Background: an optimization exercise with open tools, aiming at small area and a short achievable clock period. Do not read the settings as production practice.
Only simulation tests tie the RTL to the original design; equivalence was not proved.
Power and IR drop assume default switching activity.

==> flow/design.v, too long to show whole: its modules and the start of the top module <==
// module alu: 1077 lines
module alu # ( parameter WIDTH = 16, CMD_WIDTH = 4 ) (
	input clk, rst,
	input CE,
	input CIN,
	input mode,
	input [1:0] INP_INVALID,
	input [ CMD_WIDTH-1 :0] CMD,
	input [ WIDTH-1 :0] opa,
	input [ WIDTH-1 :0] opb,
	output reg ERR, OFLOW, g , l, e, cout,
	output reg [ 2 * WIDTH :0] RES
);
  // ...
==> flow/flow/run.sh <==
#!/bin/bash
# The standard layout (the standard.sh, all of its steps), with these changes:
#  - synthesis: Yosys's synth command also gets -noabc, so its quick generic
#    ABC pass does not rewrite the full adders before extract_fa maps them (that
#    pass leaves an inverter between most pairs of adder cells); and ORFS's
#    technology-mapping ABC call runs flow/abc_map.script instead of
#    abc_area.script (same mapping, without ABC's own buffering).  Everything
#    else in the synthesis is ORFS's synth.tcl and synth_recipe.tcl unchanged
#    (-nofsm -noshare, flatten, renames).
#  - placement: buffer_ports uses sky130_fd_sc_hd__buf_1 for the port buffers
#    instead of the delay cell it picks by default; every input and output port
#    still gets its own buffer.
# The make output is kept in standard.log.
set -euo pipefail
here="$PWD"
grep -q 'log_cmd abc {\*}\$abc_args' "$FLOW_HOME/scripts/synth.tcl"
sed "s|log_cmd abc {\*}\$abc_args|log_cmd abc -script $here/flow/abc_map.script {*}[lrange \$abc_args 2 end]|" \
  "$FLOW_HOME/scripts/synth.tcl" > synth_body.tcl
{
  echo 'proc synth {args} { yosys synth -nofsm -noshare -noabc {*}$args }'
  echo "source $here/synth_body.tcl"
  tail -n +3 synth_recipe.tcl
} > synth_own.tcl
bash standard.sh SYNTH_SCRIPT="$here/synth_own.tcl" \
  BUFFER_PORTS_ARGS="-buffer_cell sky130_fd_sc_hd__buf_1" finish > standard.log 2>&1
==> flow/flow/abc_map.script <==
strash
dch
map
topo
stime -c
upsize -c
dnsize -c
==> flow/standard.sh <==
#!/bin/bash
# synth_recipe.tcl (not shown) runs the flow's synth.tcl, then flattens the netlist and writes it again
# the make line also repeats each setting of config.mk as NAME=value (left out here)
make -C /OpenROAD-flow-scripts/flow DESIGN_CONFIG=/design/flow/config.mk WORK_HOME=/design/flow/orfs CLKGATE_MAP_FILE= SYNTH_SCRIPT=/design/flow/synth_recipe.tcl "${@:-finish}"
==> flow/config.mk <==
export PLATFORM = sky130hd
export DESIGN_NAME = alu
export DESIGN_NICKNAME = alu
export VERILOG_FILES = /design/flow/design.v
export SDC_FILE = /design/flow/constraint.sdc
export NUM_CORES = 4
export LEC_CHECK = 0
export ABC_AREA = 1
export CAP_MARGIN = 20
export CORE_MARGIN = 2
export CORE_UTILIZATION = 40
export SLEW_MARGIN = 20
==> flow/constraint.sdc <==
create_clock -name core_clock -period 9.0 [get_ports {clk}]
set_input_delay 1.8000 -clock core_clock [delete_from_list [all_inputs] [get_ports {clk}]]
set_output_delay 1.8000 -clock core_clock [all_outputs]
set_load 0.01 [all_outputs]
==> qor.tcl, run 1 <==
set qor(clock_cell_area_share) 0.0131
set qor(placed_area_um2) 12800
set qor(die_area_um2) 30000
set qor(tritoncts) {done}
set qor(seq_cells) 39
set qor(power_frac_clock) 0.299
set qor(clk_transition_reported_paths_ns) 0.07
set qor(coreArea_um2) 28000
set qor(synth_simple_gate_area_share) 0.240
set qor(yosysUniqueCellTypes) 55
set qor(nMultiInputCombCells) 1222
set qor(crit_family) {adder cells}
set qor(remaining_drc_errors) 0
set qor(globalRouteMet3Util) 0.0353
set qor(skew_ns) 0
set qor(run_status) {no timing/DRC/antenna violations}
set qor(drtIter0Drc) 999
set qor(whs_ns) 0.490
set qor(top_usage_layer) {met2}
set qor(ys_warn_count) 1
set qor(route.layer.met1.wl_um) 18400
set qor(yosysTopAreaCell) {sky130_fd_sc_hd__fa_1}
set qor(port_buffer_count) 81
set qor(first_global_vias) 12000
set qor(layout.nonclk_buf_frac) 0.0721
==> run 2, diff against run 1 <==
--- a/flow/design.v
+++ b/flow/design.v
@@ -65,16 +65,19 @@
     wire ena  = op_add | op_sub | op_addc | op_subc | op_cmp | op_amul | op_sig | op_inca | op_deca;
     wire enb1 = op_incb | op_decb;
     wire enb2 = op_add | op_sub | op_addc | op_subc | op_cmp | op_amul | op_sig;
     wire inv  = op_sub | op_subc | op_cmp | op_subs | op_deca | op_decb;
     wire [15:0] r1 = ({16{ena}} & a) | ({16{enb1}} & b);
     wire [15:0] r2 = ({16{enb2}} & b) ^ {16{inv}};
     wire cin = op_sub | op_cmp | op_subs | op_amul | op_inca | op_incb |
                (op_addc & CIN) | (op_subc & ~CIN);
+    wire op_neg = op_sub | op_subc | op_cmp | op_deca | op_decb;
+    wire ext16 = op_neg | (op_sig & (r1[15] ^ r2[15]));
+    wire exthi = op_neg | (op_sig & (r1[15] | r2[15]));
     wire [32:0] p;
   wire pp0_0 = q[0] & m[0];
   wire pp0_1 = q[0] & m[1];
   wire pp0_2 = q[0] & m[2];
   wire pp0_3 = q[0] & m[3];
   wire pp0_4 = q[0] & m[4];
   wire pp0_5 = q[0] & m[5];
   wire pp0_6 = q[0] & m[6];
@@ -352,36 +355,36 @@
   wire s23 = pp10_5 ^ pp11_4 ^ pp12_3;
   wire c24 = (pp10_5 & pp11_4) | (pp10_5 & pp12_3) | (pp11_4 & pp12_3);
   wire s25 = pp13_2 ^ pp14_1 ^ pp15_0;
   wire c26 = (pp13_2 & pp14_1) | (pp13_2 & pp15_0) | (pp14_1 & pp15_0);
   wire s27 = pp1_14 ^ pp2_13 ^ pp3_12;
   wire c28 = (pp1_14 & pp2_13) | (pp1_14 & pp3_12) | (pp2_13 & pp3_12);
   wire s29 = pp4_11 ^ pp5_10;
   wire c30 = pp4_11 & pp5_10;
-  wire s31 = pp10_6 ^ pp11_5 ^ pp12_4;
-  wire c32 = (pp10_6 & pp11_5) | (pp10_6 & pp12_4) | (pp11_5 & pp12_4);
-  wire s33 = pp13_3 ^ pp14_2 ^ pp15_1;
-  wire c34 = (pp13_3 & pp14_2) | (pp13_3 & pp15_1) | (pp14_2 & pp15_1);
-  wire s35 = pp1_15 ^ pp2_14 ^ pp3_13;
-  wire c36 = (pp1_15 & pp2_14) | (pp1_15 & pp3_13) | (pp2_14 & pp3_13);
-  wire s37 = pp4_12 ^ pp5_11;
-  wire c38 = pp4_12 & pp5_11;
-  wire s39 = pp10_7 ^ pp11_6 ^ pp12_5;
-  wire c40 = (pp10_7 & pp11_6) | (pp10_7 & pp12_5) | (pp11_6 & pp12_5);
-  wire s41 = pp13_4 ^ pp14_3 ^ pp15_2;
-  wire c42 = (pp13_4 & pp14_3) | (pp13_4 & pp15_2) | (pp14_3 & pp15_2);
-  wire s43 = pp2_15 ^ pp3_14;
-  wire c44 = pp2_15 & pp3_14;
-  wire s45 = pp10_8 ^ pp11_7 ^ pp12_6;
-  wire c46 = (pp10_8 & pp11_7) | (pp10_8 & pp12_6) | (pp11_7 & pp12_6);
-  wire s47 = pp13_5 ^ pp14_4;
-  wire c48 = pp13_5 & pp14_4;
-  wire s49 = pp10_9 ^ pp11_8;
-  wire c50 = pp10_9 & pp11_8;
+  wire s31 = ext16 ^ pp10_6 ^ pp11_5;
+  wire c32 = (ext16 & pp10_6) | (ext16 & pp11_5) | (pp10_6 & pp11_5);
+  wire s33 = pp12_4 ^ pp13_3 ^ pp14_2;
+  wire c34 = (pp12_4 & pp13_3) | (pp12_4 & pp14_2) | (pp13_3 & pp14_2);
+  wire s35 = pp15_1 ^ pp1_15 ^ pp2_14;
+  wire c36 = (pp15_1 & pp1_15) | (pp15_1 & pp2_14) | (pp1_15 & pp2_14);
+  wire s37 = pp3_13 ^ pp4_12 ^ pp5_11;
+  wire c38 = (pp3_13 & pp4_12) | (pp3_13 & pp5_11) | (pp4_12 & pp5_11);
+  wire s39 = exthi ^ pp10_7 ^ pp11_6;
+  wire c40 = (exthi & pp10_7) | (exthi & pp11_6) | (pp10_7 & pp11_6);
+  wire s41 = pp12_5 ^ pp13_4 ^ pp14_3;
+  wire c42 = (pp12_5 & pp13_4) | (pp12_5 & pp14_3) | (pp13_4 & pp14_3);
+  wire s43 = pp15_2 ^ pp2_15 ^ pp3_14;
+  wire c44 = (pp15_2 & pp2_15) | (pp15_2 & pp3_14) | (pp2_15 & pp3_14);
+  wire s45 = exthi ^ pp10_8 ^ pp11_7;
+  wire c46 = (exthi & pp10_8) | (exthi & pp11_7) | (pp10_8 & pp11_7);
+  wire s47 = pp12_6 ^ pp13_5 ^ pp14_4;
+  wire c48 = (pp12_6 & pp13_5) | (pp12_6 & pp14_4) | (pp13_5 & pp14_4);
+  wire s49 = exthi ^ pp10_9 ^ pp11_8;
+  wire c50 = (exthi & pp10_9) | (exthi & pp11_8) | (pp10_9 & pp11_8);
   wire s51 = r1[7] ^ r2[7];
   wire c52 = r1[7] & r2[7];
   wire s53 = r1[8] ^ r2[8] ^ pp0_8;
   wire c54 = (r1[8] & r2[8]) | (r1[8] & pp0_8) | (r2[8] & pp0_8);
   wire s55 = pp1_7 ^ pp2_6;
   wire c56 = pp1_7 & pp2_6;
   wire s57 = r1[9] ^ r2[9] ^ pp0_9;
   wire c58 = (r1[9] & r2[9]) | (r1[9] & pp0_9) | (r2[9] & pp0_9);
@@ -434,66 +437,66 @@
   wire s105 = pp9_6 ^ c20 ^ s29;
   wire c106 = (pp9_6 & c20) | (pp9_6 & s29) | (c20 & s29);
   wire s107 = c14 ^ c16 ^ c18;
   wire c108 = (c14 & c16) | (c14 & c18) | (c16 & c18);
   wire s109 = s21 ^ s23 ^ s25;
   wire c110 = (s21 & s23) | (s21 & s25) | (s23 & s25);
   wire s111 = pp6_10 ^ pp7_9 ^ pp8_8;
   wire c112 = (pp6_10 & pp7_9) | (pp6_10 & pp8_8) | (pp7_9 & pp8_8);
-  wire s113 = pp9_7 ^ c30 ^ s37;
-  wire c114 = (pp9_7 & c30) | (pp9_7 & s37) | (c30 & s37);
-  wire s115 = c22 ^ c24 ^ c26;
-  wire c116 = (c22 & c24) | (c22 & c26) | (c24 & c26);
-  wire s117 = c28 ^ s31 ^ s33;
-  wire c118 = (c28 & s31) | (c28 & s33) | (s31 & s33);
+  wire s113 = pp9_7 ^ c30 ^ c22;
+  wire c114 = (pp9_7 & c30) | (pp9_7 & c22) | (c30 & c22);
+  wire s115 = c24 ^ c26 ^ c28;
+  wire c116 = (c24 & c26) | (c24 & c28) | (c26 & c28);
+  wire s117 = s31 ^ s33 ^ s35;
+  wire c118 = (s31 & s33) | (s31 & s35) | (s33 & s35);
   wire s119 = pp4_13 ^ pp5_12 ^ pp6_11;
   wire c120 = (pp4_13 & pp5_12) | (pp4_13 & pp6_11) | (pp5_12 & pp6_11);
   wire s121 = pp7_10 ^ pp8_9 ^ pp9_8;
   wire c122 = (pp7_10 & pp8_9) | (pp7_10 & pp9_8) | (pp8_9 & pp9_8);
-  wire s123 = c38 ^ s43 ^ c32;
-  wire c124 = (c38 & s43) | (c38 & c32) | (s43 & c32);
-  wire s125 = c34 ^ c36 ^ s39;
-  wire c126 = (c34 & c36) | (c34 & s39) | (c36 & s39);
+  wire s123 = c32 ^ c34 ^ c36;
+  wire c124 = (c32 & c34) | (c32 & c36) | (c34 & c36);
+  wire s125 = c38 ^ s39 ^ s41;
+  wire c126 = (c38 & s39) | (c38 & s41) | (s39 & s41);
   wire s127 = pp15_3 ^ pp3_15 ^ pp4_14;
   wire c128 = (pp15_3 & pp3_15) | (pp15_3 & pp4_14) | (pp3_15 & pp4_14);
   wire s129 = pp5_13 ^ pp6_12 ^ pp7_11;
   wire c130 = (pp5_13 & pp6_12) | (pp5_13 & pp7_11) | (pp6_12 & pp7_11);
-  wire s131 = pp8_10 ^ pp9_9 ^ c44;
-  wire c132 = (pp8_10 & pp9_9) | (pp8_10 & c44) | (pp9_9 & c44);
-  wire s133 = s47 ^ c40 ^ c42;
-  wire c134 = (s47 & c40) | (s47 & c42) | (c40 & c42);
+  wire s131 = pp8_10 ^ pp9_9 ^ c40;
+  wire c132 = (pp8_10 & pp9_9) | (pp8_10 & c40) | (pp9_9 & c40);
+  wire s133 = c42 ^ c44 ^ s45;
+  wire c134 = (c42 & c44) | (c42 & s45) | (c44 & s45);
   wire s135 = pp12_7 ^ pp13_6 ^ pp14_5;
   wire c136 = (pp12_7 & pp13_6) | (pp12_7 & pp14_5) | (pp13_6 & pp14_5);
   wire s137 = pp15_4 ^ pp4_15 ^ pp5_14;
   wire c138 = (pp15_4 & pp4_15) | (pp15_4 & pp5_14) | (pp4_15 & pp5_14);
   wire s139 = pp6_13 ^ pp7_12 ^ pp8_11;
   wire c140 = (pp6_13 & pp7_12) | (pp6_13 & pp8_11) | (pp7_12 & pp8_11);
-  wire s141 = pp9_10 ^ c48 ^ s49;
-  wire c142 = (pp9_10 & c48) | (pp9_10 & s49) | (c48 & s49);
-  wire s143 = pp10_10 ^ pp11_9 ^ pp12_8;
-  wire c144 = (pp10_10 & pp11_9) | (pp10_10 & pp12_8) | (pp11_9 & pp12_8);
-  wire s145 = pp13_7 ^ pp14_6 ^ pp15_5;
-  wire c146 = (pp13_7 & pp14_6) | (pp13_7 & pp15_5) | (pp14_6 & pp15_5);
-  wire s147 = pp5_15 ^ pp6_14 ^ pp7_13;
-  wire c148 = (pp5_15 & pp6_14) | (pp5_15 & pp7_13) | (pp6_14 & pp7_13);
-  wire s149 = pp8_12 ^ pp9_11;
-  wire c150 = pp8_12 & pp9_11;
-  wire s151 = pp10_11 ^ pp11_10 ^ pp12_9;
-  wire c152 = (pp10_11 & pp11_10) | (pp10_11 & pp12_9) | (pp11_10 & pp12_9);
-  wire s153 = pp13_8 ^ pp14_7 ^ pp15_6;
-  wire c154 = (pp13_8 & pp14_7) | (pp13_8 & pp15_6) | (pp14_7 & pp15_6);
-  wire s155 = pp6_15 ^ pp7_14;
-  wire c156 = pp6_15 & pp7_14;
-  wire s157 = pp10_12 ^ pp11_11 ^ pp12_10;
-  wire c158 = (pp10_12 & pp11_11) | (pp10_12 & pp12_10) | (pp11_11 & pp12_10);
-  wire s159 = pp13_9 ^ pp14_8;
-  wire c160 = pp13_9 & pp14_8;
-  wire s161 = pp10_13 ^ pp11_12;
-  wire c162 = pp10_13 & pp11_12;
+  wire s141 = pp9_10 ^ c46 ^ c48;
+  wire c142 = (pp9_10 & c46) | (pp9_10 & c48) | (c46 & c48);
+  wire s143 = exthi ^ pp10_10 ^ pp11_9;
+  wire c144 = (exthi & pp10_10) | (exthi & pp11_9) | (pp10_10 & pp11_9);
+  wire s145 = pp12_8 ^ pp13_7 ^ pp14_6;
+  wire c146 = (pp12_8 & pp13_7) | (pp12_8 & pp14_6) | (pp13_7 & pp14_6);
+  wire s147 = pp15_5 ^ pp5_15 ^ pp6_14;
+  wire c148 = (pp15_5 & pp5_15) | (pp15_5 & pp6_14) | (pp5_15 & pp6_14);
+  wire s149 = pp7_13 ^ pp8_12 ^ pp9_11;
+  wire c150 = (pp7_13 & pp8_12) | (pp7_13 & pp9_11) | (pp8_12 & pp9_11);
+  wire s151 = exthi ^ pp10_11 ^ pp11_10;
+  wire c152 = (exthi & pp10_11) | (exthi & pp11_10) | (pp10_11 & pp11_10);
+  wire s153 = pp12_9 ^ pp13_8 ^ pp14_7;
+  wire c154 = (pp12_9 & pp13_8) | (pp12_9 & pp14_7) | (pp13_8 & pp14_7);
+  wire s155 = pp15_6 ^ pp6_15 ^ pp7_14;
+  wire c156 = (pp15_6 & pp6_15) | (pp15_6 & pp7_14) | (pp6_15 & pp7_14);
+  wire s157 = exthi ^ pp10_12 ^ pp11_11;
+  wire c158 = (exthi & pp10_12) | (exthi & pp11_11) | (pp10_12 & pp11_11);
+  wire s159 = pp12_10 ^ pp13_9 ^ pp14_8;
+  wire c160 = (pp12_10 & pp13_9) | (pp12_10 & pp14_8) | (pp13_9 & pp14_8);
+  wire s161 = exthi ^ pp10_13 ^ pp11_12;
+  wire c162 = (exthi & pp10_13) | (exthi & pp11_12) | (pp10_13 & pp11_12);
   wire s163 = r1[4] ^ r2[4];
   wire c164 = r1[4] & r2[4];
   wire s165 = r1[5] ^ r2[5] ^ pp0_5;
   wire c166 = (r1[5] & r2[5]) | (r1[5] & pp0_5) | (r2[5] & pp0_5);
   wire s167 = pp1_4 ^ pp2_3;
   wire c168 = pp1_4 & pp2_3;
   wire s169 = r1[6] ^ r2[6] ^ pp0_6;
   wire c170 = (r1[6] & r2[6]) | (r1[6] & pp0_6) | (r2[6] & pp0_6);
@@ -550,76 +553,76 @@
   wire s221 = c94 ^ s99 ^ s101;
   wire c222 = (c94 & s99) | (c94 & s101) | (s99 & s101);
   wire s223 = c96 ^ c98 ^ s103;
   wire c224 = (c96 & c98) | (c96 & s103) | (c98 & s103);
   wire s225 = s27 ^ s105 ^ c100;
   wire c226 = (s27 & s105) | (s27 & c100) | (s105 & c100);
   wire s227 = c102 ^ s107 ^ s109;
   wire c228 = (c102 & s107) | (c102 & s109) | (s107 & s109);
-  wire s229 = c104 ^ s111 ^ s35;
-  wire c230 = (c104 & s111) | (c104 & s35) | (s111 & s35);
-  wire s231 = c106 ^ s113 ^ c108;
-  wire c232 = (c106 & s113) | (c106 & c108) | (s113 & c108);
-  wire s233 = c110 ^ s115 ^ s117;
-  wire c234 = (c110 & s115) | (c110 & s117) | (s115 & s117);
+  wire s229 = c104 ^ s111 ^ s37;
+  wire c230 = (c104 & s111) | (c104 & s37) | (s111 & s37);
+  wire s231 = c106 ^ c108 ^ c110;
+  wire c232 = (c106 & c108) | (c106 & c110) | (c108 & c110);
+  wire s233 = s113 ^ s115 ^ s117;
+  wire c234 = (s113 & s115) | (s113 & s117) | (s115 & s117);
   wire s235 = c112 ^ s119 ^ s121;
   wire c236 = (c112 & s119) | (c112 & s121) | (s119 & s121);
-  wire s237 = s41 ^ c114 ^ c116;
-  wire c238 = (s41 & c114) | (s41 & c116) | (c114 & c116);
+  wire s237 = s43 ^ c114 ^ c116;
+  wire c238 = (s43 & c114) | (s43 & c116) | (c114 & c116);
   wire s239 = c118 ^ s123 ^ s125;
   wire c240 = (c118 & s123) | (c118 & s125) | (s123 & s125);
   wire s241 = c120 ^ c122 ^ s127;
   wire c242 = (c120 & c122) | (c120 & s127) | (c122 & s127);
-  wire s243 = s129 ^ s45 ^ s131;
-  wire c244 = (s129 & s45) | (s129 & s131) | (s45 & s131);
-  wire s245 = c124 ^ c126 ^ s133;
-  wire c246 = (c124 & c126) | (c124 & s133) | (c126 & s133);
-  wire s247 = c128 ^ c130 ^ c46;
-  wire c248 = (c128 & c130) | (c128 & c46) | (c130 & c46);
-  wire s249 = s135 ^ s137 ^ s139;
-  wire c250 = (s135 & s137) | (s135 & s139) | (s137 & s139);
-  wire s251 = c132 ^ s141 ^ c134;
-  wire c252 = (c132 & s141) | (c132 & c134) | (s141 & c134);
-  wire s253 = c50 ^ s149 ^ c136;
-  wire c254 = (c50 & s149) | (c50 & c136) | (s149 & c136);
-  wire s255 = c138 ^ c140 ^ s143;
-  wire c256 = (c138 & c140) | (c138 & s143) | (c140 & s143);
-  wire s257 = s145 ^ s147 ^ c142;
-  wire c258 = (s145 & s147) | (s145 & c142) | (s147 & c142);
-  wire s259 = pp8_13 ^ pp9_12 ^ c150;
-  wire c260 = (pp8_13 & pp9_12) | (pp8_13 & c150) | (pp9_12 & c150);
-  wire s261 = s155 ^ c144 ^ c146;
-  wire c262 = (s155 & c144) | (s155 & c146) | (c144 & c146);
-  wire s263 = c148 ^ s151 ^ s153;
-  wire c264 = (c148 & s151) | (c148 & s153) | (s151 & s153);
+  wire s243 = s129 ^ s47 ^ c124;
+  wire c244 = (s129 & s47) | (s129 & c124) | (s47 & c124);
+  wire s245 = c126 ^ s131 ^ s133;
+  wire c246 = (c126 & s131) | (c126 & s133) | (s131 & s133);
+  wire s247 = c128 ^ c130 ^ s135;
+  wire c248 = (c128 & c130) | (c128 & s135) | (c130 & s135);
+  wire s249 = s137 ^ s139 ^ s49;
+  wire c250 = (s137 & s139) | (s137 & s49) | (s139 & s49);
+  wire s251 = c132 ^ c134 ^ s141;
+  wire c252 = (c132 & c134) | (c132 & s141) | (c134 & s141);
+  wire s253 = c136 ^ c138 ^ c140;
+  wire c254 = (c136 & c138) | (c136 & c140) | (c138 & c140);
+  wire s255 = c50 ^ s143 ^ s145;
+  wire c256 = (c50 & s143) | (c50 & s145) | (s143 & s145);
+  wire s257 = s147 ^ s149 ^ c142;
+  wire c258 = (s147 & s149) | (s147 & c142) | (s149 & c142);
+  wire s259 = pp8_13 ^ pp9_12 ^ c144;
+  wire c260 = (pp8_13 & pp9_12) | (pp8_13 & c144) | (pp9_12 & c144);
+  wire s261 = c146 ^ c148 ^ c150;
+  wire c262 = (c146 & c148) | (c146 & c150) | (c148 & c150);
+  wire s263 = s151 ^ s153 ^ s155;
+  wire c264 = (s151 & s153) | (s151 & s155) | (s153 & s155);
   wire s265 = pp15_7 ^ pp7_15 ^ pp8_14;
   wire c266 = (pp15_7 & pp7_15) | (pp15_7 & pp8_14) | (pp7_15 & pp8_14);
-  wire s267 = pp9_13 ^ c156 ^ s159;
-  wire c268 = (pp9_13 & c156) | (pp9_13 & s159) | (c156 & s159);
-  wire s269 = c152 ^ c154 ^ s157;
-  wire c270 = (c152 & c154) | (c152 & s157) | (c154 & s157);
+  wire s267 = pp9_13 ^ c152 ^ c154;
+  wire c268 = (pp9_13 & c152) | (pp9_13 & c154) | (c152 & c154);
+  wire s269 = c156 ^ s157 ^ s159;
+  wire c270 = (c156 & s157) | (c156 & s159) | (s157 & s159);
   wire s271 = pp12_11 ^ pp13_10 ^ pp14_9;
   wire c272 = (pp12_11 & pp13_10) | (pp12_11 & pp14_9) | (pp13_10 & pp14_9);
   wire s273 = pp15_8 ^ pp8_15 ^ pp9_14;
   wire c274 = (pp15_8 & pp8_15) | (pp15_8 & pp9_14) | (pp8_15 & pp9_14);
-  wire s275 = c160 ^ s161 ^ c158;
-  wire c276 = (c160 & s161) | (c160 & c158) | (s161 & c158);
-  wire s277 = pp10_14 ^ pp11_13 ^ pp12_12;
-  wire c278 = (pp10_14 & pp11_13) | (pp10_14 & pp12_12) | (pp11_13 & pp12_12);
-  wire s279 = pp13_11 ^ pp14_10 ^ pp15_9;
-  wire c280 = (pp13_11 & pp14_10) | (pp13_11 & pp15_9) | (pp14_10 & pp15_9);
-  wire s281 = pp9_15 ^ c162;
-  wire c282 = pp9_15 & c162;
-  wire s283 = pp10_15 ^ pp11_14 ^ pp12_13;
-  wire c284 = (pp10_15 & pp11_14) | (pp10_15 & pp12_13) | (pp11_14 & pp12_13);
-  wire s285 = pp13_12 ^ pp14_11;
-  wire c286 = pp13_12 & pp14_11;
-  wire s287 = pp11_15 ^ pp12_14;
-  wire c288 = pp11_15 & pp12_14;
+  wire s275 = c158 ^ c160 ^ s161;
+  wire c276 = (c158 & c160) | (c158 & s161) | (c160 & s161);
+  wire s277 = exthi ^ pp10_14 ^ pp11_13;
+  wire c278 = (exthi & pp10_14) | (exthi & pp11_13) | (pp10_14 & pp11_13);
+  wire s279 = pp12_12 ^ pp13_11 ^ pp14_10;
+  wire c280 = (pp12_12 & pp13_11) | (pp12_12 & pp14_10) | (pp13_11 & pp14_10);
+  wire s281 = pp15_9 ^ pp9_15 ^ c162;
+  wire c282 = (pp15_9 & pp9_15) | (pp15_9 & c162) | (pp9_15 & c162);
+  wire s283 = exthi ^ pp10_15 ^ pp11_14;
+  wire c284 = (exthi & pp10_15) | (exthi & pp11_14) | (pp10_15 & pp11_14);
+  wire s285 = pp12_13 ^ pp13_12 ^ pp14_11;
+  wire c286 = (pp12_13 & pp13_12) | (pp12_13 & pp14_11) | (pp13_12 & pp14_11);
+  wire s287 = exthi ^ pp11_15 ^ pp12_14;
+  wire c288 = (exthi & pp11_15) | (exthi & pp12_14) | (pp11_15 & pp12_14);
   wire s289 = r1[2] ^ r2[2];
   wire c290 = r1[2] & r2[2];
   wire s291 = r1[3] ^ r2[3] ^ pp0_3;
   wire c292 = (r1[3] & r2[3]) | (r1[3] & pp0_3) | (r2[3] & pp0_3);
   wire s293 = pp1_2 ^ pp2_1;
   wire c294 = pp1_2 & pp2_1;
   wire s295 = pp0_4 ^ pp1_3 ^ pp2_2;
   wire c296 = (pp0_4 & pp1_3) | (pp0_4 & pp2_2) | (pp1_3 & pp2_2);
@@ -666,64 +669,64 @@
   wire s337 = s219 ^ c216 ^ s221;
   wire c338 = (s219 & c216) | (s219 & s221) | (c216 & s221);
   wire s339 = c218 ^ s223 ^ c220;
   wire c340 = (c218 & s223) | (c218 & c220) | (s223 & c220);
   wire s341 = s225 ^ c222 ^ s227;
   wire c342 = (s225 & c222) | (s225 & s227) | (c222 & s227);
   wire s343 = c224 ^ s229 ^ c226;
   wire c344 = (c224 & s229) | (c224 & c226) | (s229 & c226);
-  wire s345 = s231 ^ c228 ^ s233;
-  wire c346 = (s231 & c228) | (s231 & s233) | (c228 & s233);
-  wire s347 = c230 ^ s235 ^ c232;
-  wire c348 = (c230 & s235) | (c230 & c232) | (s235 & c232);
-  wire s349 = s237 ^ c234 ^ s239;
-  wire c350 = (s237 & c234) | (s237 & s239) | (c234 & s239);
-  wire s351 = c236 ^ s241 ^ s243;
-  wire c352 = (c236 & s241) | (c236 & s243) | (s241 & s243);
-  wire s353 = c238 ^ c240 ^ s245;
-  wire c354 = (c238 & c240) | (c238 & s245) | (c240 & s245);
+  wire s345 = c228 ^ s231 ^ s233;
+  wire c346 = (c228 & s231) | (c228 & s233) | (s231 & s233);
+  wire s347 = c230 ^ s235 ^ s237;
+  wire c348 = (c230 & s235) | (c230 & s237) | (s235 & s237);
+  wire s349 = c232 ^ c234 ^ s239;
+  wire c350 = (c232 & c234) | (c232 & s239) | (c234 & s239);
+  wire s351 = c236 ^ s241 ^ c238;
+  wire c352 = (c236 & s241) | (c236 & c238) | (s241 & c238);
+  wire s353 = s243 ^ c240 ^ s245;
+  wire c354 = (s243 & c240) | (s243 & s245) | (c240 & s245);
   wire s355 = c242 ^ s247 ^ s249;
   wire c356 = (c242 & s247) | (c242 & s249) | (s247 & s249);
-  wire s357 = c244 ^ s251 ^ c246;
-  wire c358 = (c244 & s251) | (c244 & c246) | (s251 & c246);
+  wire s357 = c244 ^ c246 ^ s251;
+  wire c358 = (c244 & c246) | (c244 & s251) | (c246 & s251);
   wire s359 = c248 ^ c250 ^ s253;
   wire c360 = (c248 & c250) | (c248 & s253) | (c250 & s253);
   wire s361 = s255 ^ s257 ^ c252;
   wire c362 = (s255 & s257) | (s255 & c252) | (s257 & c252);
-  wire s363 = s259 ^ c254 ^ c256;
-  wire c364 = (s259 & c254) | (s259 & c256) | (c254 & c256);
+  wire s363 = c254 ^ c256 ^ s259;
+  wire c364 = (c254 & c256) | (c254 & s259) | (c256 & s259);
   wire s365 = s261 ^ s263 ^ c258;
   wire c366 = (s261 & s263) | (s261 & c258) | (s263 & c258);
-  wire s367 = s265 ^ c260 ^ s267;
-  wire c368 = (s265 & c260) | (s265 & s267) | (c260 & s267);
-  wire s369 = c262 ^ c264 ^ s269;
-  wire c370 = (c262 & c264) | (c262 & s269) | (c264 & s269);
+  wire s367 = s265 ^ c260 ^ c262;
+  wire c368 = (s265 & c260) | (s265 & c262) | (c260 & c262);
+  wire s369 = c264 ^ s267 ^ s269;
+  wire c370 = (c264 & s267) | (c264 & s269) | (s267 & s269);
   wire s371 = c266 ^ s271 ^ s273;
   wire c372 = (c266 & s271) | (c266 & s273) | (s271 & s273);
   wire s373 = c268 ^ c270 ^ s275;
   wire c374 = (c268 & c270) | (c268 & s275) | (c270 & s275);
   wire s375 = c272 ^ c274 ^ s277;
   wire c376 = (c272 & c274) | (c272 & s277) | (c274 & s277);
-  wire s377 = s279 ^ s281 ^ c276;
-  wire c378 = (s279 & s281) | (s279 & c276) | (s281 & c276);
-  wire s379 = pp15_10 ^ s285 ^ c278;
-  wire c380 = (pp15_10 & s285) | (pp15_10 & c278) | (s285 & c278);
-  wire s381 = c280 ^ c282 ^ s283;
-  wire c382 = (c280 & c282) | (c280 & s283) | (c282 & s283);
+  wire s377 = s279 ^ c276 ^ s281;
+  wire c378 = (s279 & c276) | (s279 & s281) | (c276 & s281);
+  wire s379 = pp15_10 ^ c278 ^ c280;
+  wire c380 = (pp15_10 & c278) | (pp15_10 & c280) | (c278 & c280);
+  wire s381 = s283 ^ s285 ^ c282;
+  wire c382 = (s283 & s285) | (s283 & c282) | (s285 & c282);
   wire s383 = pp13_13 ^ pp14_12 ^ pp15_11;
   wire c384 = (pp13_13 & pp14_12) | (pp13_13 & pp15_11) | (pp14_12 & pp15_11);
-  wire s385 = c286 ^ s287 ^ c284;
-  wire c386 = (c286 & s287) | (c286 & c284) | (s287 & c284);
-  wire s387 = pp12_15 ^ pp13_14 ^ pp14_13;
-  wire c388 = (pp12_15 & pp13_14) | (pp12_15 & pp14_13) | (pp13_14 & pp14_13);
-  wire s389 = pp15_12 ^ c288;
-  wire c390 = pp15_12 & c288;
-  wire s391 = pp13_15 ^ pp14_14;
-  wire c392 = pp13_15 & pp14_14;
+  wire s385 = c284 ^ c286 ^ s287;
+  wire c386 = (c284 & c286) | (c284 & s287) | (c286 & s287);
+  wire s387 = exthi ^ pp12_15 ^ pp13_14;
+  wire c388 = (exthi & pp12_15) | (exthi & pp13_14) | (pp12_15 & pp13_14);
+  wire s389 = pp14_13 ^ pp15_12 ^ c288;
+  wire c390 = (pp14_13 & pp15_12) | (pp14_13 & c288) | (pp15_12 & c288);
+  wire s391 = exthi ^ pp13_15 ^ pp14_14;
+  wire c392 = (exthi & pp13_15) | (exthi & pp14_14) | (pp13_15 & pp14_14);
   wire s393 = cin ^ r1[0];
   wire c394 = cin & r1[0];
   wire s395 = r1[1] ^ r2[1] ^ pp0_1;
   wire c396 = (r1[1] & r2[1]) | (r1[1] & pp0_1) | (r2[1] & pp0_1);
   wire s397 = pp0_2 ^ pp1_1 ^ pp2_0;
   wire c398 = (pp0_2 & pp1_1) | (pp0_2 & pp2_0) | (pp1_1 & pp2_0);
   wire s399 = pp3_0 ^ c290 ^ s293;
   wire c400 = (pp3_0 & c290) | (pp3_0 & s293) | (c290 & s293);
@@ -750,40 +753,40 @@
   wire s421 = c332 ^ s335 ^ c334;
   wire c422 = (c332 & s335) | (c332 & c334) | (s335 & c334);
   wire s423 = c336 ^ s339 ^ c338;
   wire c424 = (c336 & s339) | (c336 & c338) | (s339 & c338);
   wire s425 = c340 ^ s343 ^ c342;
   wire c426 = (c340 & s343) | (c340 & c342) | (s343 & c342);
   wire s427 = c344 ^ s347 ^ c346;
   wire c428 = (c344 & s347) | (c344 & c346) | (s347 & c346);
-  wire s429 = s351 ^ c348 ^ s353;
-  wire c430 = (s351 & c348) | (s351 & s353) | (c348 & s353);
-  wire s431 = s355 ^ c352 ^ c354;
-  wire c432 = (s355 & c352) | (s355 & c354) | (c352 & c354);
-  wire s433 = c356 ^ s359 ^ s361;
-  wire c434 = (c356 & s359) | (c356 & s361) | (s359 & s361);
+  wire s429 = c348 ^ s351 ^ c350;
+  wire c430 = (c348 & s351) | (c348 & c350) | (s351 & c350);
+  wire s431 = s355 ^ c352 ^ s357;
+  wire c432 = (s355 & c352) | (s355 & s357) | (c352 & s357);
+  wire s433 = c356 ^ s359 ^ c358;
+  wire c434 = (c356 & s359) | (c356 & c358) | (s359 & c358);
   wire s435 = c360 ^ s363 ^ s365;
   wire c436 = (c360 & s363) | (c360 & s365) | (s363 & s365);
   wire s437 = s367 ^ c364 ^ s369;
   wire c438 = (s367 & c364) | (s367 & s369) | (c364 & s369);
   wire s439 = s371 ^ c368 ^ c370;
   wire c440 = (s371 & c368) | (s371 & c370) | (c368 & c370);
-  wire s441 = c372 ^ s375 ^ s377;
-  wire c442 = (c372 & s375) | (c372 & s377) | (s375 & s377);
+  wire s441 = c372 ^ s375 ^ c374;
+  wire c442 = (c372 & s375) | (c372 & c374) | (s375 & c374);
   wire s443 = c376 ^ s379 ^ s381;
   wire c444 = (c376 & s379) | (c376 & s381) | (s379 & s381);
-  wire s445 = s383 ^ c380 ^ c382;
-  wire c446 = (s383 & c380) | (s383 & c382) | (c380 & c382);
-  wire s447 = c384 ^ s387 ^ s389;
-  wire c448 = (c384 & s387) | (c384 & s389) | (s387 & s389);
-  wire s449 = pp15_13 ^ s391 ^ c388;
-  wire c450 = (pp15_13 & s391) | (pp15_13 & c388) | (s391 & c388);
-  wire s451 = pp14_15 ^ pp15_14;
-  wire c452 = pp14_15 & pp15_14;
+  wire s445 = s383 ^ c380 ^ s385;
+  wire c446 = (s383 & c380) | (s383 & s385) | (c380 & s385);
+  wire s447 = c384 ^ s387 ^ c386;
+  wire c448 = (c384 & s387) | (c384 & c386) | (s387 & c386);
+  wire s449 = pp15_13 ^ c388 ^ s391;
+  wire c450 = (pp15_13 & c388) | (pp15_13 & s391) | (c388 & s391);
+  wire s451 = exthi ^ pp14_15 ^ pp15_14;
+  wire c452 = (exthi & pp14_15) | (exthi & pp15_14) | (pp14_15 & pp15_14);
   wire s453 = r2[0] ^ pp0_0;
   wire c454 = r2[0] & pp0_0;
   wire s455 = pp1_0 ^ c394 ^ s395;
   wire c456 = (pp1_0 & c394) | (pp1_0 & s395) | (c394 & s395);
   wire s457 = s289 ^ c396 ^ s397;
   wire c458 = (s289 & c396) | (s289 & s397) | (c396 & s397);
   wire s459 = c398 ^ s291 ^ s399;
   wire c460 = (c398 & s291) | (c398 & s399) | (s291 & s399);
@@ -810,44 +813,44 @@
   wire s481 = s337 ^ c420 ^ s421;
   wire c482 = (s337 & c420) | (s337 & s421) | (c420 & s421);
   wire s483 = s341 ^ c422 ^ s423;
   wire c484 = (s341 & c422) | (s341 & s423) | (c422 & s423);
   wire s485 = s345 ^ c424 ^ s425;
   wire c486 = (s345 & c424) | (s345 & s425) | (c424 & s425);
   wire s487 = s349 ^ c426 ^ s427;
   wire c488 = (s349 & c426) | (s349 & s427) | (c426 & s427);
-  wire s489 = c350 ^ c428 ^ s429;
-  wire c490 = (c350 & c428) | (c350 & s429) | (c428 & s429);
-  wire s491 = s357 ^ c430 ^ s431;
-  wire c492 = (s357 & c430) | (s357 & s431) | (c430 & s431);
-  wire s493 = c358 ^ s433 ^ c432;
-  wire c494 = (c358 & s433) | (c358 & c432) | (s433 & c432);
+  wire s489 = s353 ^ c428 ^ s429;
+  wire c490 = (s353 & c428) | (s353 & s429) | (c428 & s429);
+  wire s491 = c354 ^ c430 ^ s431;
+  wire c492 = (c354 & c430) | (c354 & s431) | (c430 & s431);
+  wire s493 = s361 ^ c432 ^ s433;
+  wire c494 = (s361 & c432) | (s361 & s433) | (c432 & s433);
   wire s495 = c362 ^ s435 ^ c434;
   wire c496 = (c362 & s435) | (c362 & c434) | (s435 & c434);
   wire s497 = c366 ^ s437 ^ c436;
   wire c498 = (c366 & s437) | (c366 & c436) | (s437 & c436);
   wire s499 = s373 ^ s439 ^ c438;
   wire c500 = (s373 & s439) | (s373 & c438) | (s439 & c438);
-  wire s501 = c374 ^ s441 ^ c440;
-  wire c502 = (c374 & s441) | (c374 & c440) | (s441 & c440);
+  wire s501 = s377 ^ c440 ^ s441;
+  wire c502 = (s377 & c440) | (s377 & s441) | (c440 & s441);
   wire s503 = c378 ^ s443 ^ c442;
   wire c504 = (c378 & s443) | (c378 & c442) | (s443 & c442);
-  wire s505 = s385 ^ c444 ^ s445;
-  wire c506 = (s385 & c444) | (s385 & s445) | (c444 & s445);
-  wire s507 = c386 ^ s447 ^ c446;
-  wire c508 = (c386 & s447) | (c386 & c446) | (s447 & c446);
+  wire s505 = c382 ^ s445 ^ c444;
+  wire c506 = (c382 & s445) | (c382 & c444) | (s445 & c444);
+  wire s507 = s389 ^ c446 ^ s447;
+  wire c508 = (s389 & c446) | (s389 & s447) | (c446 & s447);
   wire s509 = c390 ^ s449 ^ c448;
   wire c510 = (c390 & s449) | (c390 & c448) | (s449 & c448);
   wire s511 = c392 ^ s451 ^ c450;
   wire c512 = (c392 & s451) | (c392 & c450) | (s451 & c450);
-  wire s513 = pp15_15 ^ c452;
-  wire c514 = pp15_15 & c452;
-  wire [32:0] fa_x = {1'b0, c514, c512, c510, c508, c506, c504, c502, c500, c498, c496, c494, c492, c490, c488, c486, c484, c482, c480, c478, c476, c474, c472, c470, c468, c466, c464, c462, c460, c458, c456, c454, s453};
-  wire [32:0] fa_y = {1'b0, 1'b0, s513, s511, s509, s507, s505, s503, s501, s499, s497, s495, s493, s491, s489, s487, s485, s483, s481, s479, s477, s475, s473, s471, s469, s467, s465, s463, s461, s459, s457, s455, s393};
+  wire s513 = exthi ^ pp15_15 ^ c452;
+  wire c514 = (exthi & pp15_15) | (exthi & c452) | (pp15_15 & c452);
+  wire [32:0] fa_x = {exthi, c514, c512, c510, c508, c506, c504, c502, c500, c498, c496, c494, c492, c490, c488, c486, c484, c482, c480, c478, c476, c474, c472, c470, c468, c466, c464, c462, c460, c458, c456, c454, s453};
+  wire [32:0] fa_y = {1'b0, exthi, s513, s511, s509, s507, s505, s503, s501, s499, s497, s495, s493, s491, s489, s487, s485, s483, s481, s479, s477, s475, s473, s471, s469, s467, s465, s463, s461, s459, s457, s455, s393};
   wire [32:0] gg0 = fa_x & fa_y;
   wire [32:0] pp0 = fa_x ^ fa_y;
   wire g515 = gg0[1] | (pp0[1] & gg0[0]);
   wire p516 = pp0[1] & pp0[0];
   wire g517 = gg0[3] | (pp0[3] & gg0[2]);
   wire p518 = pp0[3] & pp0[2];
   wire g519 = gg0[5] | (pp0[5] & gg0[4]);
   wire p520 = pp0[5] & pp0[4];
@@ -1036,38 +1039,34 @@
   assign p[26] = pp0[26] ^ g661;
   assign p[27] = pp0[27] ^ g663;
   assign p[28] = pp0[28] ^ g665;
   assign p[29] = pp0[29] ^ g667;
   assign p[30] = pp0[30] ^ g669;
   assign p[31] = pp0[31] ^ g671;
   assign p[32] = pp0[32] ^ g673;
     wire z = ~|p[15:0];
-    wire kinv = op_sub | op_subc | op_cmp | op_deca | op_decb | (op_sig & (r1[15] ^ r2[15]));
-    wire hb   = p[16] ^ kinv;
     wire t00 = op_nand | op_nor | op_xnor | op_nota | op_notb;
     wire t01 = op_nand | op_or  | op_xor  | op_nota;
     wire t10 = op_nand | op_or  | op_xor  | op_notb;
     wire t11 = op_and  | op_or  | op_xnor;
     wire [15:0] lut = ({16{t00}} & ~a & ~b) | ({16{t01}} & ~a & b) |
                       ({16{t10}} & a & ~b) | ({16{t11}} & a & b);
     wire sel_p  = op_addt | op_mul;
     wire sel_lo = sel_p | op_rol | op_ror | op_shla;
     wire sel_hi = op_rol | op_ror | op_shra;
     wire [15:0] res_lo = ({16{sel_lo}} & p[15:0]) | ({16{sel_hi}} & p[31:16]) | lut |
                          ({16{op_shlb}} & {b[14:0], 1'b0}) | ({16{op_shrb}} & {1'b0, b[15:1]});
-    wire res_16 = (op_mul & p[16]) | (op_addt & hb);
-    wire [15:0] res_hi = ({16{op_mul}} & p[32:17]) | {16{op_ext & hb}};
-    wire [32:0] res_n = {res_hi, res_16, res_lo};
+    wire [32:0] res_n = {{17{sel_p}} & p[32:16], res_lo};
     wire op_fl   = op_cmp | op_sig;
-    wire cout_n  = op_addt & hb;
-    wire oflow_n = ((op_addc | op_subc | op_inca | op_incb) & hb) | (op_sig & (hb ^ p[15]));
-    wire g_n     = op_fl & ~hb & ~z;
-    wire l_n     = op_fl & hb;
-    wire e_n     = op_fl & ~hb & z;
+    wire cout_n  = op_addt & p[16];
+    wire oflow_n = ((op_addc | op_subc | op_inca | op_incb) & p[16]) | (op_sig & (p[16] ^ p[15]));
+    wire g_n     = op_fl & ~p[16] & ~z;
+    wire l_n     = op_fl & p[16];
+    wire e_n     = op_fl & ~p[16] & z;
     wire err_n   = op_err | ((op_rol | op_ror) & (|b[15:4]));
     always @(posedge clk or posedge rst) begin
         if (rst) begin
             RES <= 33'd0;
             {g, l, e, ERR, cout, OFLOW} <= 6'b0;
         end else if (CE) begin
             RES <= res_n;
             if (!op_nop)
==> flow/run.sh (new file) <==
#!/bin/bash
# synth_recipe.tcl (not shown) runs the flow's synth.tcl, then flattens the netlist and writes it again
# the make line also repeats each setting of config.mk as NAME=value (left out here)
make -C /OpenROAD-flow-scripts/flow DESIGN_CONFIG=/design/flow/config.mk WORK_HOME=/design/flow/orfs CLKGATE_MAP_FILE= SYNTH_SCRIPT=/design/flow/synth_recipe.tcl finish
--- a/flow/config.mk
+++ b/flow/config.mk
@@ -4,9 +4,10 @@
 export VERILOG_FILES = /design/flow/design.v
 export SDC_FILE = /design/flow/constraint.sdc
 export NUM_CORES = 4
 export LEC_CHECK = 0
 export ABC_AREA = 1
 export CAP_MARGIN = 20
 export CORE_MARGIN = 2
 export CORE_UTILIZATION = 40
+export GPL_TIMING_DRIVEN = 0
 export SLEW_MARGIN = 20
removed: flow/flow/run.sh
removed: flow/flow/abc_map.script
removed: flow/standard.sh
==> run 2 against run 1 <==
  * Combinational power increased by 18%
  * Largest power group unchanged
  * Synthesized area increased by 11%
  * Via count increased by 8.1%
  * Clock-buffer cell count unchanged
  * Total power increased by 4.5%
  * Sequential power decreased by 4%
  * Global-route usage decreased by 2.3 points
  * Sequential share of layout area decreased by 0.92 points
  * Clock power decreased by 7%
==> qor.tcl, run 2 <==
set qor(final_layout_size_suffix_gt1_frac) 0.0990 ;# was 0.0855
set qor(synth-edff-count) 0 ;# unchanged
set qor(rsz0062_at_grt) {yes}
set qor(power_frac_clock) 0.265 ;# was 0.299
set qor(endpoint_type_of_the_worst_setup_path) {flop} ;# unchanged
set qor(antenna_found_initial) 0 ;# unchanged
set qor(critical_path.most_common_cell) {sky130_fd_sc_hd__fa_1} ;# unchanged
set qor(floorplan.rows) 65 ;# was 61
set qor(maxSlewHeadroom) 0.462 ;# was 0.291
set qor(finalSetupTns_ns) 0 ;# unchanged
set qor(detail-route-antenna-nets) 0 ;# unchanged
set qor(largest_register_ffs) 33 ;# unchanged
set qor(dr_total_vias) 12500 ;# was 11500
set qor(first_pass_grt_wire_length_um) 70900 ;# was 70200 µm
set qor(pin_count_of_the_biggest_net_entering_global_routing) 24 ;# was 45
set qor(yosysTopAreaCell) {sky130_fd_sc_hd__fa_1} ;# unchanged
set qor(powerDensity_nw_per_um2) 51.3 ;# was 56.0 nW/µm²
set qor(root_buffer) {sky130_fd_sc_hd__clkbuf_16} ;# unchanged
set qor(worstPathArrival_ns) 8.81 ;# was 8.82 ns
set qor(synth_largest_type_area_fraction) 0.384 ;# was 0.404
set qor(asyncSetResetFlopFracSynth) 1.00 ;# unchanged
set qor(post_drt_wl_per_cell_um) 20.4 ;# was 23.8 µm
set qor(fp.dieH_um) 183 ;# was 173 µm
set qor(commonest_cells_post_synth) {sky130_fd_sc_hd__nand2_1, sky130_fd_sc_hd__inv_1, sky130_fd_sc_hd__nor2_1} ;# was sky130_fd_sc_hd__nor2_1, sky130_fd_sc_hd__fa_1, sky130_fd_sc_hd__nand2_1
set qor(max-vdd-ir-drop_uv) 62.4 ;# was 56.8 µV
set qor(max_fclk_mhz) 115 ;# was 116 MHz
set qor(die_area_um2) 33400 ;# was 30000 µm²
set qor(top_register) {RES} ;# unchanged
set qor(top_level_ports) 82 ;# unchanged
set qor(most_frequently_used_cell_type_in_the_post_synthesis_netlist) {sky130_fd_sc_hd__nand2_1} ;# was sky130_fd_sc_hd__nor2_1
set qor(synth.ff_latch_count) 39 ;# unchanged
set qor(clk_transition_reported_paths_ns) 0.06 ;# was 0.07 ns
set qor(via_per_inst) 5.49 ;# was 6.11
set qor(layout.nets) 2203 ;# was 1844
set qor(maxCapViolCount) 0 ;# unchanged
set qor(report.final.setup_viol) 0 ;# unchanged
set qor(skew_ns) 0 ;# unchanged
set qor(layout_setup_ws_ns) 0.337 ;# was 0.352 ns
set qor(clock_sink_count) 39 ;# unchanged
set qor(tritoncts.num_buffers) 5 ;# unchanged
set qor(netlist_area_um2) 12800 ;# was 11500 µm²
set qor(postSynthAreaPerCell_um2) 7.32 ;# was 8.54 µm²
set qor(postSynthNetCount) 2079 ;# was 1678
set qor(whs_ns) 0.477 ;# was 0.490 ns
set qor(detailedRoute.firstPassIterationCount) 5 ;# unchanged
set qor(hpwlAfterDp_um) 37700 ;# was 35800 µm
set qor(p_sw_uw) 321 ;# was 312 µW
set qor(most_frequently_used_flop_master_after_synthesis) {sky130_fd_sc_hd__dfrtp_1} ;# unchanged
set qor(tritoncts) {done} ;# unchanged
set qor(synth_sequential_area_ratio) 0.0764 ;# was 0.0852
set qor(finalWirelength_um) 46200 ;# was 44900 µm
set qor(seq_pwr_share) 0.252 ;# was 0.273
set qor(ys_warn_count) 1 ;# unchanged
set qor(critPathLaunchType) {input port} ;# unchanged
set qor(finalCriticalPeriod_ns) 8.66 ;# was 8.65 ns
set qor(worstPathMaxFanout) 10 ;# was 16
set qor(coreArea_um2) 31500 ;# was 28000 µm²
set qor(internal-power_uw) 443 ;# was 419 µW
set qor(remaining_drc_errors) 0 ;# unchanged
set qor(yosysUniqueCellTypes) 44 ;# was 55
set qor(drtIter0Drc) 1241 ;# was 999
set qor(cellLeakagePower_nw) 7.47 ;# was 6.46 nW
set qor(crit_path_max_incr_delay_ns) 0.50 ;# was 0.62 ns
set qor(final_cell_mix) {sky130_fd_sc_hd__inv_1, sky130_fd_sc_hd__nand2_1, sky130_fd_sc_hd__nor2_1, sky130_fd_sc_hd__fa_1, sky130_fd_sc_hd__nand3_1} ;# was sky130_fd_sc_hd__nor2_1, sky130_fd_sc_hd__fa_1, sky130_fd_sc_hd__nand2_1, sky130_fd_sc_hd__nand3_1, sky130_fd_sc_hd__a21oi_1
set qor(worst_pin_slew_ns) 0.806 ;# was 1.06 ns
set qor(power.combinational.fraction) 0.483 ;# was 0.428
set qor(clock_insertion_delay_worst_skew_ns) 0.28 ;# was 0.29 ns
set qor(grt_util_all_layers) 0.282 ;# was 0.305
set qor(n_antenna_cell) 0 ;# was 1
set qor(areaGrowthSynthToFinish_pct) 16.5 ;# was 14.0%
set qor(fin_crit_sh) 0.963 ;# was 0.961
set qor(synthTopCellsByArea) {sky130_fd_sc_hd__fa_1, sky130_fd_sc_hd__nand2_1, sky130_fd_sc_hd__inv_1} ;# was sky130_fd_sc_hd__fa_1, sky130_fd_sc_hd__nor2_1, sky130_fd_sc_hd__dfrtp_1
set qor(path_type_of_the_worst_min_delay_path) {reg2reg} ;# unchanged
set qor(initial_util) 0.406 ;# was 0.409
set qor(htreeDepth) 2 ;# unchanged
set qor(gp_routability_congestion) 0.972 ;# was 1.04
set qor(timing.critical_path.required_ns) 9.15 ;# was 9.17 ns
set qor(nFillCells) 3211 ;# was 2842
set qor(first_global_vias) 12600 ;# was 12000
set qor(clockBufferDepth) 2 ;# unchanged
set qor(grt-ovfl-total) 0 ;# unchanged
set qor(run_status) {no timing/DRC/antenna violations} ;# unchanged
set qor(critical_path_class) {in2reg} ;# unchanged
set qor(ctsHoldBuffers) 0 ;# unchanged
set qor(pre_cts_ws_ns) -1.14 ;# was -0.0118 ns
set qor(port_buffer_count) 79 ;# was 81
set qor(p_sw_frac) 0.420 ;# was 0.427
set qor(syn_inst) 1744 ;# was 1342
set qor(dieWidth_um) 183 ;# was 173 µm
set qor(crit_slowest_cell) {sky130_fd_sc_hd__fa_1} ;# was sky130_fd_sc_hd__o21ai_2
set qor(final-max-slew-violation-count) 0 ;# unchanged
set qor(report.final.hold_viol_count) 0 ;# unchanged
[run 2: changes by cell type after synthesis, sizes merged, moves of 18 or more]
cell,delta
nor2,-54
buf,+26
clkinv,-71
a21oi,-20
nand2,+220
inv,+371
xnor2,+18
o21ai,+26
[run 2: per-layer routing]
metal,up-vias,part of all wire,GRT usage
li1,5542,-,-
met1,6199,0.38,0.367
met2,608,0.47,0.471
met3,115,0.096,0.0427
met4,0,0.051,0.114
met5,-,0,0
[run 2: path summary, 6_finish.rpt]
kind                       cells past startpoint            from  slack [ns]       to
max                                           28  INP_INVALID[0]        0.34    OFLOW
min                                            2         RES[26]        0.48  RES[26]
max reg2reg                                    2           OFLOW        8.14    OFLOW
min reg2reg                                    2         RES[26]        0.48  RES[26]
max in group asynchronous                      3             rst        6.73  RES[21]
min in group asynchronous                      2             rst        1.82  RES[16]
[run 2: timing repair]
| action | 4_1_cts | 5_1_grt |
|---|---|---|
| gates resized for setup | 37 | 67 |
| gates cloned | 0 | 1 |
| pin swaps | 7 | 11 |
| setup endpoints to repair | 31 | 27 |
| buffers inserted | 15 | 24 |
[run 2: logic make-up after synthesis]
logic type / count (synthesis) / synth area share
and+or+nand+nor: 758 / 0.246
buffers and inverters: 421 / 0.127
adders and majority gates: 292 / 0.430
AOI/OAI and AO/OA: 212 / 0.105
DFF: 39 / 0.0764
xor gates and xnor gates: 22 / 0.0157
[run 2: final cells by class]
class                      count  area [µm²]  area share
multi-input combinational   1285       10400       0.699
inverter                     381        1460      0.0984
timing repair buffer         119        1120      0.0756
sequential                    39         976      0.0656
tap                          402         503      0.0338
buffer                        37         239      0.0161
clock buffer                   5         125     0.00841
clock inverter                 3        43.8     0.00294
[run 2: power groups by stage]
stage	clock, mW	sequential, mW	combinational (mW)
final	0.202	0.193	0.369
after global routing	0.213	0.194	0.401
after floorplan	0	0.198	0.193
after CTS	0.204	0.193	0.351
after detailed placement	0	0.196	0.343
after global placement	0	0.196	0.340
[run 2: worst max-delay path: cells and delay by family]
kind	cells	cell delay, ns
AOI/OAI and AO/OA	3	0.76
and+or+nand+nor	10	1.54
adders and majority gates	7	3.08
buffers and inverters	8	1.61
[run 2: stage by stage]
step	utilization	instances	cell area, µm²	power (mW)
3_3_place_gp	0.447	2225	14100	0.536
5_1_grt	0.473	2271	14900	0.808
2_1_floorplan	-	1744	12800	0.391
4_1_cts	0.460	2247	14500	0.749
3_5_place_dp	0.448	2226	14100	0.539
6_report	0.473	2271	14900	0.764

-- re-timing with driven ports --
The flow's constraints put no driver on any port. The routed layouts listed below were extracted and timed again, unchanged, in two steps. Step 1 (the two cells are an assumption about what drives the block):
set clk [get_ports {clk}]
set_driving_cell -lib_cell sky130_fd_sc_hd__clkbuf_16 $clk
set_driving_cell -lib_cell sky130_fd_sc_hd__buf_2 [delete_from_list [all_inputs] $clk]
Step 2 times the ports against the registers' clock, not the clock port: input delays grow and output delays shrink by t, the midpoint of the rising clock arrivals with the driver on. a / b / c = ideal ports / drivers / drivers and shift; a / b = the first two.
run | t, ns | setup slack, ns | worst setup path after step 2 | latest minus earliest clock arrival (ns) | worst register clock-pin slew, ns
run 1 | 0.332 | 0.352 / 0.362 / 0.030 | input to register | 0.006 / 0.006 | 0.07 / 0.07
run 2 | 0.316 | 0.337 / 0.345 / 0.029 | input to register | 0.003 / 0.002 | 0.06 / 0.06
After both steps every run listed still meets setup and hold. For run 1, which loses most, drivers alone change the setup slack by +0.010 ns; drivers and shift together by -0.322 ns.
